This design comes from an exercise in tuning for small area on the open sky130 flow, not from production work.
In this exercise RTL edits were held to simulation tests only and were not proved equivalent to the original.
Power and IR drop assume default switching activity. No driver is modelled on the clock port, so clocking that relies on it looks cheaper here than on a real chip.

// ram
module ram
#(parameter logHeight = 5)  
(bytein, byteout, adr, rwn, clock);
For scale: roughly 1900 cells after synthesis, roughly 1000 flip-flops, ~25 I/O pins, ~37000 µm² of cells after synthesis.
==> flow/config.mk <==
export PLATFORM = sky130hd
export DESIGN_NAME = ram
export DESIGN_NICKNAME = ram
export VERILOG_FILES = /design/flow/design.v
export SDC_FILE = /design/flow/constraint.sdc
export NUM_CORES = 4
export LEC_CHECK = 0
export CAP_MARGIN = 20
export CORE_MARGIN = 2
export CORE_UTILIZATION = 35
export SLEW_MARGIN = 20
export SYNTH_HIERARCHICAL = 1
export SYNTH_MINIMUM_KEEP_SIZE = 0
==> flow/constraint.sdc <==
create_clock -name core_clock -period 10.0 [get_ports {clock}]
set_input_delay 2.0000 -clock core_clock [delete_from_list [all_inputs] [get_ports {clock}]]
set_output_delay 2.0000 -clock core_clock [all_outputs]
set_load 0.01 [all_outputs]
standard.sh (not shown) runs the stock make flow with config.mk's settings and CLKGATE_MAP_FILE= SYNTH_SCRIPT=/design/flow/synth_recipe.tcl, a recipe that flattens the netlist after the stock synthesis.
==> flow/flow/run.sh <==
#!/bin/bash
# Standard layout, but a leaner clock tree: no dummy loads, and larger sink
# clusters driven by clkbuf_16 (the flip-flop clock slew stays near 100 ps).
set -euo pipefail
export CTS_ARGS="-sink_clustering_enable -repair_clock_nets -dont_use_dummy_load -buf_list sky130_fd_sc_hd__clkbuf_16 -sink_clustering_size 30 -sink_clustering_max_diameter 100"
bash standard.sh finish > standard_flow.log 2>&1
The baseline finished with timing, DRC and antenna clean.
Rerun with:
==> flow/run.sh (new file) <==
#!/bin/bash
# synth_recipe.tcl (not shown) runs the flow's synth.tcl, then flattens the netlist and writes it again
# the make line also repeats each setting of config.mk as NAME=value (left out here)
make -C /OpenROAD-flow-scripts/flow DESIGN_CONFIG=/design/flow/config.mk WORK_HOME=/design/flow/orfs CLKGATE_MAP_FILE= SYNTH_SCRIPT=/design/flow/synth_recipe.tcl finish
removed: flow/flow/run.sh
removed: flow/standard.sh
What happened: Fmax falls by a few percent. Global-route usage rises by 0.42 points. Routed wire length rises slightly.
Rerun with:
==> flow/flow/run.sh (new file) <==
#!/bin/bash
# Standard layout, but a leaner clock tree: no dummy loads, and larger sink
# clusters driven by clkbuf_16 (the flip-flop clock slew stays near 100 ps).
# Ports are buffered with the smallest buffer.
set -euo pipefail
export CTS_ARGS="-sink_clustering_enable -repair_clock_nets -dont_use_dummy_load -buf_list sky130_fd_sc_hd__clkbuf_16 -sink_clustering_size 30 -sink_clustering_max_diameter 100"
export BUFFER_PORTS_ARGS="-buffer_cell sky130_fd_sc_hd__buf_1"
bash standard.sh finish > standard_flow.log 2>&1
==> flow/standard.sh (new file) <==
#!/bin/bash
# synth_recipe.tcl (not shown) runs the flow's synth.tcl, then flattens the netlist and writes it again
# the make line also repeats each setting of config.mk as NAME=value (left out here)
make -C /OpenROAD-flow-scripts/flow DESIGN_CONFIG=/design/flow/config.mk WORK_HOME=/design/flow/orfs CLKGATE_MAP_FILE= SYNTH_SCRIPT=/design/flow/synth_recipe.tcl "${@:-finish}"
removed: flow/run.sh
=> Synthesized cell count does not change; total power came out lower by 22%; cell count came out lower by 4.0%; cell area came out lower by 5.9%; worst setup slack improved by 0.60 ns; non-clock buffer count came out higher by 4.
Rerun with:
==> flow/flow/run.sh (replaced) <==
#!/bin/bash
# Standard layout, but clock tree synthesis without dummy loads.
set -euo pipefail
export CTS_ARGS="-sink_clustering_enable -repair_clock_nets -dont_use_dummy_load"
bash standard.sh finish > standard_flow.log 2>&1
Final cell count is higher slightly.
Power is higher by about a fifth.
Worst hold slack hardly moves.
Synthesized area is unchanged.


Setup of wip/delta:
The RTL this note starts from:
==> flow/design.v <==
module rd_aoi3 (a, s, y);
    input  logic [2:0] a, s;
    output logic y;
    assign y = ~((a[0] & s[0]) | (a[1] & s[1]) | (a[2] & s[2]));
endmodule
module g_inv (a, y);
    input  logic a;
    output logic y;
    assign y = ~a;
endmodule
module g_nand4 (a, y);
    input  logic [3:0] a;
    output logic y;
    assign y = ~&a;
endmodule
module g_nor2 (a, y);
    input  logic [1:0] a;
    output logic y;
    assign y = ~|a;
endmodule
module dec7 (en, a, y);
    input  logic       en;
    input  logic [6:0] a;
    output logic [127:0] y;
    logic [6:0] an;
    logic [7:0]  lo_n;
    logic [15:0] hi_n;
    genvar i;
    generate
        for (i = 0; i < 7; i++) begin : inv_g
            g_inv u (.a(a[i]), .y(an[i]));
        end
        for (i = 0; i < 8; i++) begin : lo_g
            g_nand4 u (.a({en,
                           i[2] ? a[2] : an[2],
                           i[1] ? a[1] : an[1],
                           i[0] ? a[0] : an[0]}), .y(lo_n[i]));
        end
        for (i = 0; i < 16; i++) begin : hi_g
            g_nand4 u (.a({i[3] ? a[6] : an[6],
                           i[2] ? a[5] : an[5],
                           i[1] ? a[4] : an[4],
                           i[0] ? a[3] : an[3]}), .y(hi_n[i]));
        end
        for (i = 0; i < 128; i++) begin : out_g
            g_nor2 u (.a({hi_n[i / 8], lo_n[i % 8]}), .y(y[i]));
        end
    endgenerate
endmodule
module or43n (a, y);
    input  logic [42:0] a;
    output logic y;
    assign y = ~&a;
endmodule
module ram
#(parameter logHeight = 5)  
(bytein, byteout, adr, rwn, clock);
    input logic [7:0] bytein;
    input logic [logHeight+1:0] adr;
    input logic rwn, clock;
    output logic [7:0] byteout;
    localparam N  = 2**(logHeight+2);
    localparam NS = N + 1;           
    localparam NG = NS / 3;          
    logic [N-1:0][7:0] mem;
    logic                 pend_we;
    logic [logHeight+1:0] pend_adr;
    logic [7:0]           pend_data;
    logic [3*NG-1:0] rsel;
    dec7 u_rdec (.en(rwn), .a(adr), .y(rsel[N-1:0]));
    g_inv u_hold (.a(rwn), .y(rsel[N]));
    logic [N-1:0] wen;
    dec7 u_wdec (.en(pend_we), .a(pend_adr), .y(wen));
    logic [7:0] nextout;
    genvar b, g;
    generate
        for (b = 0; b < 8; b++) begin : bit_g
            logic [3*NG-1:0] src;
            logic [NG-1:0]   leaf_n;
            for (g = 0; g < N; g++) begin : src_g
                assign src[g] = mem[g][b];
            end
            assign src[N] = byteout[b];    
            for (g = 0; g < NG; g++) begin : grp_g
                rd_aoi3 u (
                    .a(src[3*g+2:3*g]),
                    .s(rsel[3*g+2:3*g]),
                    .y(leaf_n[g]));
            end
            or43n u_or (.a(leaf_n), .y(nextout[b]));
        end
    endgenerate
    always_ff @(posedge clock) begin
        pend_we   <= ~rwn;
        pend_adr  <= adr;
        pend_data <= bytein;
        byteout   <= nextout;
    end
    genvar i;
    generate
        for (i = 0; i < N; i++) begin : mem_g
            always_ff @(posedge clock)
                if (wen[i])
                    mem[i] <= pend_data;
        end
    endgenerate
endmodule
clock: 10.0 ns
lec_check: 0
cap_margin: 20
core_margin: 2
core_utilization: 42
slew_margin: 20
synth_hierarchical: 1
synth_minimum_keep_size: 0
==> flow/flow/run.sh <==
#!/bin/bash
# Standard layout, but a leaner clock tree: no dummy loads, and larger sink
# clusters driven by clkbuf_16 (the flip-flop clock slew stays near 100 ps).
# Ports are buffered with the smallest buffer.
set -euo pipefail
export CTS_ARGS="-sink_clustering_enable -repair_clock_nets -dont_use_dummy_load -buf_list sky130_fd_sc_hd__clkbuf_16 -sink_clustering_size 30 -sink_clustering_max_diameter 100"
export BUFFER_PORTS_ARGS="-buffer_cell sky130_fd_sc_hd__buf_1"
bash standard.sh finish > standard_flow.log 2>&1
Input-level comparison between wip/yarrow and wip/delta:
# wip/delta
export LEC_CHECK = 0
export CAP_MARGIN = 20
export CORE_MARGIN = 2
export CORE_UTILIZATION = 42
export SLEW_MARGIN = 20
export SYNTH_HIERARCHICAL = 1
export SYNTH_MINIMUM_KEEP_SIZE = 0
create_clock -name core_clock -period 10.0 [get_ports {clock}]
# wip/yarrow
export LEC_CHECK = 0
export CAP_MARGIN = 20
export CORE_MARGIN = 2
export CORE_UTILIZATION = 35
export SLEW_MARGIN = 20
export SYNTH_HIERARCHICAL = 1
export SYNTH_MINIMUM_KEEP_SIZE = 0
create_clock -name core_clock -period 10.0 [get_ports {clock}]
- Looking at number of clock buffers in the layout, wip/yarrow sits below wip/delta.
- Number of cells on the worst reg-to-reg path in wip/yarrow is 1 lower than in wip/delta
- Looking only at setup slack, and setting everything else aside, the lower value of wip/yarrow and wip/delta goes to wip/delta.
- wip/yarrow vs wip/delta — endpoint arrival time on the critical path dropped 40 ps.
- On fraction of met2 tracks used by global routing, the lower figure sits with wip/yarrow, not wip/delta.
- wip/yarrow reached the end of the flow, and the finished layout is clean on the timing, DRC and antenna checks.
- Compared with wip/delta, wip/yarrow shows a proportion of power drawn by the clock network that is 0.4 points lower.
- Looking at capturing element of the worst setup path, the byteout[4] result is from wip/yarrow; the byteout[1] one comes from wip/delta.
- Compared with wip/delta, power per unit of standard cell area in wip/yarrow decreased slightly.
Changes in wip/onyx relative to wip/yarrow:
==> flow/flow/run.sh <==
#!/bin/bash
# Standard layout, but a leaner clock tree: no dummy loads, sink clusters of
# up to 30 flip-flops driven by clkbuf_16 (flip-flop clock slew near 120 ps),
# and clkbuf_4 above them. Ports are buffered with the smallest buffer.
set -euo pipefail
export CTS_ARGS="-sink_clustering_enable -repair_clock_nets -dont_use_dummy_load -sink_clustering_size 30 -sink_clustering_max_diameter 100 -sink_clustering_buffer sky130_fd_sc_hd__clkbuf_16 -buf_list sky130_fd_sc_hd__clkbuf_4 -root_buf sky130_fd_sc_hd__clkbuf_4"
export BUFFER_PORTS_ARGS="-buffer_cell sky130_fd_sc_hd__buf_1"
bash standard.sh finish > standard_flow.log 2>&1
Findings:
- wip/onyx vs wip/yarrow, met3 wirelength from detailed routing went down by 230 um.
- Changes observed in wip/onyx relative to wip/yarrow: sum of routed wire length over all layers essentially unchanged, post-layout utilization of the core about even, clock period minus worst slack -280 ps, maximum number of pins on one net before global-route repair roughly the same.
- Comparing wip/onyx with wip/yarrow, the cell area after layout came out essentially unchanged.
- Compared with wip/yarrow, in wip/onyx final standard cell count with taps included and fillers excluded closely matched the old numbers, worst setup slack increased by 280 ps relative to the old numbers.
Edits applied to the flow inputs when going from wip/onyx to wip/violet:
==> flow/flow/run.sh <==
#!/bin/bash
# Standard layout, but a leaner clock tree: no dummy loads, sink clusters of
# up to 30 flip-flops driven by clkbuf_16 (flip-flop clock slew near 120 ps),
# and clkbuf_8 above them. Ports are buffered with the smallest buffer.
set -euo pipefail
export CTS_ARGS="-sink_clustering_enable -repair_clock_nets -dont_use_dummy_load -sink_clustering_size 30 -sink_clustering_max_diameter 100 -sink_clustering_buffer sky130_fd_sc_hd__clkbuf_16 -buf_list sky130_fd_sc_hd__clkbuf_8 -root_buf sky130_fd_sc_hd__clkbuf_8"
export BUFFER_PORTS_ARGS="-buffer_cell sky130_fd_sc_hd__buf_1"
bash standard.sh finish > standard_flow.log 2>&1
==> comparison <==
- Capturing instance or port of the critical path = byteout[4]: wip/onyx; capturing instance or port of the critical path = byteout[1]: wip/violet
- In terms of final net count, wip/violet and wip/onyx differ only marginally.
- Compared with wip/onyx, in wip/violet clock network power +about 2%; power density over the cells +0.56%.


ram, a different RTL version from the one above (not shown whole).
Size: roughly 1900 cells after synthesis, ~1000 flip-flops.
## ram
module ram
#(parameter logHeight = 5)  
(bytein, byteout, adr, rwn, clock);
    input logic [7:0] bytein;
    input logic [logHeight+1:0] adr;
    input logic rwn, clock;
    output logic [7:0] byteout;
    localparam N  = 2**(logHeight+2);
    localparam NS = N + 1;           
    localparam NG = NS / 3;          
    logic [7:0] mem [N-1:0];
    logic                 pend_we;
    logic [logHeight+1:0] pend_adr;
    logic [7:0]           pend_data;
    logic [3*NG-1:0] rsel;
    always_comb begin
        rsel = '0;
        for (int i = 0; i < N; i++)
            rsel[i] = rwn & (adr == i);
        rsel[N] = ~rwn;
    end
    logic [7:0] nextout;
    genvar b, g;
    generate
        for (b = 0; b < 8; b++) begin : bit_g
            logic [3*NG-1:0] src;
            logic [NG-1:0]   leaf_n;
            for (g = 0; g < N; g++) begin : src_g
                assign src[g] = mem[g][b];
            end
            assign src[N] = byteout[b];    
            for (g = 0; g < NG; g++) begin : grp_g
                rd_aoi3 u (
                    .a(src[3*g+2:3*g]),
                    .s(rsel[3*g+2:3*g]),
                    .y(leaf_n[g]));
            end
            assign nextout[b] = ~&leaf_n;
        end
    endgenerate
    always_ff @(posedge clock) begin
  ...
export LEC_CHECK = 0
export CAP_MARGIN = 20
export CORE_MARGIN = 2
export CORE_UTILIZATION = 42
export SLEW_MARGIN = 20
export SYNTH_HIERARCHICAL = 1
export SYNTH_MINIMUM_KEEP_SIZE = 0
create_clock -name core_clock -period 10.0 [get_ports {clock}]
==> flow/flow/run.sh <==
#!/bin/bash
# Standard layout, but a leaner clock tree: no dummy loads, and larger sink
# clusters driven by clkbuf_16 (the flip-flop clock slew stays near 100 ps).
# Ports are buffered with the smallest buffer.
set -euo pipefail
export CTS_ARGS="-sink_clustering_enable -repair_clock_nets -dont_use_dummy_load -buf_list sky130_fd_sc_hd__clkbuf_16 -sink_clustering_size 30 -sink_clustering_max_diameter 100"
export BUFFER_PORTS_ARGS="-buffer_cell sky130_fd_sc_hd__buf_1"
bash standard.sh finish > standard_flow.log 2>&1
The starting point completed without violations.
Next try:
- CORE_UTILIZATION: 42 -> 35
=>
- The changed run passed the timing, DRC and antenna checks
- setup slack loses 230 ps
- clock power hardly moves
- via count increases slightly
- clock skew barely changes
- core utilization decreases by 7.5 points

==> port drivers added, routing unchanged <==
The results above use ideal ports. As a check the final layouts listed here were re-extracted and re-timed, cells and wires unchanged.
Step 1 sets driving cells, clkbuf_16 on the clock port and buf_2 on the other inputs (assumed; they add their load-dependent delay and slew).
Step 2 also shifts input and output timing later by t, the mid clock arrival at the registers, as if the neighbouring blocks saw the same clock.
Three values: no drivers, after step 1, after step 2; two values: the first two.
run | t, ns | setup WS [ns] | worst register clock-pin slew, ns | worst data-port slew with drivers (ns) | pins driven straight from the clock port
the first run of note 1 | 0.669 | 4.251 / 4.278 / 3.609 | 0.12 / 0.12 | 0.11 | 1
the second run of note 1 | 0.721 | 4.121 / 4.145 / 3.424 | 0.07 / 0.07 | 0.12 | 1
the third run of note 1 | 0.676 | 4.717 / 4.687 / 4.011 | 0.12 / 0.12 | 0.11 | 1
the fourth run of note 1 | 0.709 | 4.301 / 4.330 / 3.621 | 0.07 / 0.07 | 0.11 | 1
wip/delta | 0.670 | 4.787 / 4.832 / 4.161 | 0.12 / 0.12 | 0.14 | 1
wip/yarrow | 0.662 | 4.814 / 4.796 / 4.133 | 0.12 / 0.12 | 0.14 | 1
wip/onyx | 0.974 | 5.096 / 5.073 / 4.098 | 0.12 / 0.12 | 0.14 | 1
wip/violet | 0.766 | 4.881 / 4.854 / 4.088 | 0.12 / 0.12 | 0.13 | 1
the first run of note 3 | 0.684 | 4.950 / 4.914 / 4.229 | 0.12 / 0.12 | 0.11 | 1
the second run of note 3 | 0.657 | 4.716 / 4.603 / 3.946 | 0.12 / 0.12 | 0.19 | 1
After both steps setup and hold are still met in every run listed. The setup slack of wip/onyx, which loses most, moves by -0.023 ns with the drivers and by -0.998 ns with both steps.
